What follows belongs to an exercise in optimizing a design on an open flow for small area and a short achievable clock period; a production flow would make more cautious choices. At most, simulation tests tie the RTL to the original design; equivalence was not proved. No activity file was given, so power comes from the tool's default toggle rates.

== north ==
// fp32_mul
module fp32_mul(
    input wire clk,
    input wire [31:0] a,         
    input wire [31:0] b,         
    input wire [2:0] rm,         
    output reg [31:0] result,    
    output wire nv,              
    output wire of,              
    output wire uf,              
    output wire nx               
);
Size in the first run: about 2600 cells after synthesis, roughly 250 flip-flops, roughly 100 I/O pins.
clock: 8.2 ns
lec_check: 0
cap_margin: 20
core_margin: 2
core_utilization: 40
setup_slack_margin: 3.9
slew_margin: 20
synth_hierarchical: 1
standard.sh (not shown) runs the stock make flow with config.mk's settings and CLKGATE_MAP_FILE= SYNTH_SCRIPT=/design/flow/synth_recipe.tcl, a recipe that flattens the netlist after the stock synthesis.
==> flow/flow/run.sh <==
#!/bin/bash
# The standard layout (synthesis included, unchanged), with the input and
# output port buffers that buffer_ports inserts taken as sky130_fd_sc_hd__buf_2
# instead of the delay-cell buffer it picks on its own.
set -euo pipefail
export BUFFER_PORTS_ARGS="-buffer_cell sky130_fd_sc_hd__buf_2"
bash standard.sh > standard.log 2>&1
[inputs] south vs north
==> flow/run.sh (new file) <==
#!/bin/bash
# synth_recipe.tcl (not shown) runs the flow's synth.tcl, then flattens the netlist and writes it again
# the make line also repeats each setting of config.mk as NAME=value (left out here)
make -C /OpenROAD-flow-scripts/flow DESIGN_CONFIG=/design/flow/config.mk WORK_HOME=/design/flow/orfs CLKGATE_MAP_FILE= SYNTH_SCRIPT=/design/flow/synth_recipe.tcl finish
removed: flow/flow/run.sh
removed: flow/standard.sh
==> comparison <==
south and north ended up with nearly the same proportion of power drawn by combinational gates. Run comparison: south last element of the critical path result[28]; north last element of the critical path result[23]. The sequential share of layout area in south sits 0.31 points below the value recorded for north. Higher setup slack goes to south over north. south did not stop at any stage, and its layout met the timing, design-rule and antenna checks. Going from north to south, fraction of final layout cells sized beyond drive strength 1 shows a reduction of 3.2 points, final instance area rose 1.6%.
Modified inputs, east compared to south
Settings: setting ABC_CLOCK_PERIOD_IN_PS to 3000 for the first time.
--- outcome ---
south → east: count of plain and timing-repair buffers about even; setup slack about even; top-level port count about even.
No run of this note included a check of the RTL's function; only the layout flow was run.

* * *

fp32_mul, a different RTL version from the one above (not shown whole).
Size in the first run: ~100 I/O pins, about 25,000 sq um of cells after synthesis.
Settings: LEC_CHECK=0, CAP_MARGIN=20, CORE_MARGIN=2, CORE_UTILIZATION=40, CTS_CLUSTER_DIAMETER=80, CTS_CLUSTER_SIZE=20, SETUP_SLACK_MARGIN=3.9, SLEW_MARGIN=20, SYNTH_HIERARCHICAL=1; clock period 8.2 ns.
==> flow/flow/run.sh <==
#!/bin/bash
# The standard layout (synthesis included, unchanged), with the input and
# output port buffers that buffer_ports inserts taken as sky130_fd_sc_hd__buf_2
# instead of the delay-cell buffer it picks on its own.
set -euo pipefail
export BUFFER_PORTS_ARGS="-buffer_cell sky130_fd_sc_hd__buf_2"
bash standard.sh > standard.log 2>&1
The baseline ran to the end with no violations.
Then changed:
--- a/flow/flow/run.sh
+++ b/flow/flow/run.sh
@@ -4 +4,2 @@
-# instead of the delay-cell buffer it picks on its own.
+# instead of the delay-cell buffer it picks on its own, and with ORFS's power
+# recovery (downsizing cells off the critical paths) after global routing.
@@ -6,0 +8 @@
+export RECOVER_POWER=100
What happened: With this change the flow completed, yet does not pass: max-capacitance violations, max-slew violations; routed wire length stays flat; global-route usage is unchanged; total power goes down slightly; die area stays the same; core utilization shrinks by 0.42 points; sequential share of layout area rises by 0.13 points; via count goes up slightly.
Then changed:
--- a/flow/flow/run.sh
+++ b/flow/flow/run.sh
@@ -4,2 +4 @@
-# instead of the delay-cell buffer it picks on its own, and with ORFS's power
-# recovery (downsizing cells off the critical paths) after global routing.
+# instead of the delay-cell buffer it picks on its own.
@@ -8 +6,0 @@
-export RECOVER_POWER=100
--- a/flow/config.mk
+++ b/flow/config.mk
@@ -13 +13 @@
-export SETUP_SLACK_MARGIN = 3.9
+export SETUP_SLACK_MARGIN = 4.0
=> With this change the flow ran to the end with no violations; clock-buffer cell count stays the same; non-clock buffer count went up by 17; sequential power hardly moves; critical path depth climbs by 7; setup slack improves by 1.7 ns; cell count increases by 0.47%; via count barely changes; design area rises by 1.6%; utilization grows by 0.75 points; sequential share of layout area shrinks by 0.24 points.
Then changed:
--- a/flow/config.mk
+++ b/flow/config.mk
@@ -7,0 +8 @@
+export ABC_AREA = 1
@@ -13 +14 @@
-export SETUP_SLACK_MARGIN = 4.0
+export SETUP_SLACK_MARGIN = 3.9
Outcome: The changed run produced a clean layout. Final area climbs by 8.5%. Total power drops by 23%. Critical path depth climbs by 2. Worst hold slack stays flat.
Then changed:
--- a/flow/config.mk
+++ b/flow/config.mk
@@ -8 +7,0 @@
-export ABC_AREA = 1
@@ -13,0 +13 @@
+export PLACE_DENSITY = 0.7
=>
- via count fell by 22%
- power went up by 23%
- critical path depth decreases by 7
- setup slack got worse by 0.054 ns

* * *

## job 101
Another version of the RTL of fp32_mul (not shown whole).
Size in the first run: about 2900 cells after synthesis, ~240 flip-flops, about 27000 um2 of cells after synthesis.
// fp32_mul
module fp32_mul(
    input wire clk,
    input wire [31:0] a,         
    input wire [31:0] b,         
    input wire [2:0] rm,         
    output reg [31:0] result,    
    output wire nv,              
    output wire of,              
    output wire uf,              
    output wire nx               
);
==> flow/config.mk <==
export PLATFORM = sky130hd
export DESIGN_NAME = fp32_mul
export DESIGN_NICKNAME = fp32_mul
export VERILOG_FILES = /design/flow/design.v
export SDC_FILE = /design/flow/constraint.sdc
export NUM_CORES = 4
export LEC_CHECK = 0
export CAP_MARGIN = 20
export CORE_MARGIN = 2
export CORE_UTILIZATION = 40
export CTS_BUF_LIST = sky130_fd_sc_hd__clkbuf_4 sky130_fd_sc_hd__clkbuf_8
export SETUP_SLACK_MARGIN = 3.9
export SLEW_MARGIN = 20
export SYNTH_HIERARCHICAL = 1
==> flow/constraint.sdc <==
create_clock -name core_clock -period 8.2 [get_ports {clk}]
set_input_delay 1.6400 -clock core_clock [delete_from_list [all_inputs] [get_ports {clk}]]
set_output_delay 1.6400 -clock core_clock [all_outputs]
set_load 0.01 [all_outputs]
run.sh (not shown) runs the stock make flow with config.mk's settings and CLKGATE_MAP_FILE= SYNTH_SCRIPT=/design/flow/synth_recipe.tcl, a recipe that flattens the netlist after the stock synthesis.
Stock flow here: none of the scripts above is used.
Job 101 reached the end of the flow, and the finished layout is clean on the timing, design-rule and antenna checks.
Edits applied to the flow inputs when going from job 101 to job 103:
- CTS_BUF_LIST no longer set, was sky130_fd_sc_hd__clkbuf_4 sky130_fd_sc_hd__clkbuf_8
Findings:
Changes observed in job 103 relative to job 101: global-route wire length before repair about even, data required time at the worst endpoint fell 0.05 ns, ratio of cells with drive above 1 in the final layout fell 1.3 points, sequential share of layout area about even.
Compared with job 101, job 103 shows a higher multi-input combinational area share.
The internal power summed over all cells on job 103 is in line with that on job 101.
Delta(total number of H-tree levels, job 103 - job 101) < 0
Number of vias per cell after detailed routing: job 103 vs job 101 up 0.35%
Sort job 103 and job 101 by worst setup slack desc -> top: job 101
No functional check of the RTL was part of any run of this note.

* * *

Another version of the RTL of fp32_mul (not shown whole).
Size in the first run: ~2,600 cells after synthesis.
clock: 8.2 ns
lec_check: 0
cap_margin: 20
core_margin: 2
core_utilization: 40
setup_slack_margin: 3.9
slew_margin: 20
synth_hierarchical: 1
standard.sh (not shown) runs the stock make flow with config.mk's settings and CLKGATE_MAP_FILE= SYNTH_SCRIPT=/design/flow/synth_recipe.tcl, a recipe that flattens the netlist after the stock synthesis.
==> flow/flow/run.sh <==
#!/bin/bash
# The standard layout (synthesis included, unchanged), with the input and
# output port buffers that buffer_ports inserts taken as sky130_fd_sc_hd__buf_2
# instead of the delay-cell buffer it picks on its own.
set -euo pipefail
export BUFFER_PORTS_ARGS="-buffer_cell sky130_fd_sc_hd__buf_2"
bash standard.sh > standard.log 2>&1
Then changed:
--- a/flow/config.mk
+++ b/flow/config.mk
@@ -10,3 +10,3 @@
 export CORE_UTILIZATION = 40
-export SETUP_SLACK_MARGIN = 3.9
+export SETUP_SLACK_MARGIN = 4.3
 export SLEW_MARGIN = 20
Die area stays the same.
Routed wire length rises by 12%.
Sequential share of layout area falls by 0.88 points.
Cell count rises by 3.3%.
Then changed:
==> flow/run.sh (new file) <==
#!/bin/bash
# synth_recipe.tcl (not shown) runs the flow's synth.tcl, then flattens the netlist and writes it again
# the make line also repeats each setting of config.mk as NAME=value (left out here)
make -C /OpenROAD-flow-scripts/flow DESIGN_CONFIG=/design/flow/config.mk WORK_HOME=/design/flow/orfs CLKGATE_MAP_FILE= SYNTH_SCRIPT=/design/flow/synth_recipe.tcl finish
--- a/flow/config.mk
+++ b/flow/config.mk
@@ -10,3 +10,3 @@
 export CORE_UTILIZATION = 40
-export SETUP_SLACK_MARGIN = 4.3
+export SETUP_SLACK_MARGIN = 3.9
 export SLEW_MARGIN = 20
removed: flow/flow/run.sh
removed: flow/standard.sh
=>
- hold slack barely changes
- maximum frequency decreases by about 4.3%
- synthesized cell count stays the same
- worst setup slack gets worse by 190 ps
- combinational power decreases by about 10%
- core utilization decreases by 2.3 points
- die area is unchanged
- global-route usage decreases by 1.7 points
- design area decreases by about 4.6%
- non-clock buffer count decreases by 98
- synthesized area is unchanged

* * *

fp32_mul, a different RTL version from the one above (not shown whole).
Size: roughly 240 flip-flops, ~100 I/O pins, about 29000 sq um of cells after synthesis.
clock: 8.2 ns
lec_check: 0
cap_margin: 20
core_margin: 2
core_utilization: 40
setup_slack_margin: 4.2
slew_margin: 20
synth_hierarchical: 1
run.sh (not shown) runs the stock make flow with config.mk's settings and CLKGATE_MAP_FILE= SYNTH_SCRIPT=/design/flow/synth_recipe.tcl, a recipe that flattens the netlist after the stock synthesis.
Stock flow here: none of the scripts above is used.
The baseline passed the timing, design-rule and antenna checks.
Rerun with:
Settings changed: SETUP_SLACK_MARGIN 4.2 to 3.5.
=> The new run completed without violations. Global-route usage came out lower by 3.2 points. Total power came out lower by 12%. Cell area came out lower by 10%. Worst hold slack gains 10 ps.

* * *

== 08-01 ==
fp32_mul, a different RTL version from the one above (not shown whole).
Size: about 2700 cells after synthesis.
==> flow/config.mk <==
export PLATFORM = sky130hd
export DESIGN_NAME = fp32_mul
export DESIGN_NICKNAME = fp32_mul
export VERILOG_FILES = /design/flow/design.v
export SDC_FILE = /design/flow/constraint.sdc
export NUM_CORES = 4
export LEC_CHECK = 0
export CAP_MARGIN = 20
export CORE_MARGIN = 2
export CORE_UTILIZATION = 40
export CTS_CLUSTER_DIAMETER = 80
export CTS_CLUSTER_SIZE = 20
export SETUP_SLACK_MARGIN = 4.0
export SLEW_MARGIN = 20
export SYNTH_HIERARCHICAL = 1
==> flow/constraint.sdc <==
create_clock -name core_clock -period 8.2 [get_ports {clk}]
set_input_delay 1.6400 -clock core_clock [delete_from_list [all_inputs] [get_ports {clk}]]
set_output_delay 1.6400 -clock core_clock [all_outputs]
set_load 0.01 [all_outputs]
standard.sh (not shown) runs the stock make flow with config.mk's settings and CLKGATE_MAP_FILE= SYNTH_SCRIPT=/design/flow/synth_recipe.tcl, a recipe that flattens the netlist after the stock synthesis.
==> flow/flow/run.sh <==
#!/bin/bash
# The standard layout (synthesis included, unchanged), with the input and
# output port buffers that buffer_ports inserts taken as sky130_fd_sc_hd__buf_2
# instead of the delay-cell buffer it picks on its own.
set -euo pipefail
export BUFFER_PORTS_ARGS="-buffer_cell sky130_fd_sc_hd__buf_2"
bash standard.sh > standard.log 2>&1
#### Input delta (01-28 over 08-01)
Settings: SETUP_SLACK_MARGIN: 4.0 -> 3.9.
Notes after the runs:
Number of buffer and inverter stages on the critical path for 01-28 is lower than for 08-01.
Compared to 08-01, 01-28 shows a narrower setup margin.
Comparing 01-28 against 08-01, there is no change at all in total standard cell area after synthesis.
Comparing 08-01 and 01-28, the higher clock group share of total power was measured on 08-01.
Total power: 01-28 above 08-01
Function was not checked in any run of this note: the RTL went through the layout flow alone.

==> separate check: timing with driven ports <==
Ports are ideal in the flow. The routed layouts listed here were re-timed in OpenROAD. Step 1, drivers: a clkbuf_16 drives clk and a buf_2 each remaining input, both assumed. Step 2 moves the port delays by t, midway between the first and last clock arrival at a register: inputs arrive t later, outputs are due t later. That takes back most of the time a late clock gives input paths. a / b / c = ideal ports / drivers / drivers and shift; a / b = the first two.
| run | t, ns | setup slack, ns | worst hold slack (ns) |
|---|---|---|---|
| north | 0.627 | 3.706 / 3.647 / 3.494 | 0.326 / 0.326 / 0.326 |
| south | 0.625 | 3.786 / 3.721 / 3.547 | 0.322 / 0.322 / 0.322 |
| east | 0.625 | 3.786 / 3.721 / 3.547 | 0.322 / 0.322 / 0.322 |
| the first run of note 2 | 0.585 | 3.994 / 3.990 / 3.503 | 0.317 / 0.317 / 0.317 |
| the second run of note 2 | 0.585 | 2.367 / 2.367 / 2.367 | 0.317 / 0.317 / 0.317 |
| the third run of note 2 | 0.581 | 4.034 / 4.030 / 3.781 | 0.316 / 0.316 / 0.316 |
| the fourth run of note 2 | 0.599 | 3.972 / 3.972 / 3.710 | 0.318 / 0.318 / 0.318 |
| the fifth run of note 2 | 0.585 | 3.918 / 3.918 / 3.515 | 0.323 / 0.323 / 0.323 |
| job 101 | 0.669 | 3.555 / 3.555 / 3.386 | 0.320 / 0.320 / 0.320 |
| job 103 | 0.610 | 3.545 / 3.545 / 3.436 | 0.325 / 0.325 / 0.325 |
| the first run of note 4 | 0.637 | 3.941 / 3.941 / 3.746 | 0.325 / 0.325 / 0.325 |
| the second run of note 4 | 0.655 | 4.070 / 4.045 / 3.907 | 0.325 / 0.325 / 0.325 |
| the third run of note 4 | 0.646 | 3.883 / 3.879 / 3.531 | 0.327 / 0.327 / 0.327 |
| the first run of note 5 | 0.605 | 3.517 / 3.460 / 3.443 | 0.314 / 0.314 / 0.314 |
| the second run of note 5 | 0.619 | 3.491 / 3.431 / 3.005 | 0.324 / 0.324 / 0.324 |
| 08-01 | 0.578 | 3.960 / 3.960 / 3.746 | 0.325 / 0.325 / 0.325 |
| 01-28 | 0.593 | 3.896 / 3.896 / 3.731 | 0.321 / 0.321 / 0.321 |
For the first run of note 2, which loses most, drivers alone change the setup slack by -0.004 ns; drivers and shift together by -0.491 ns.
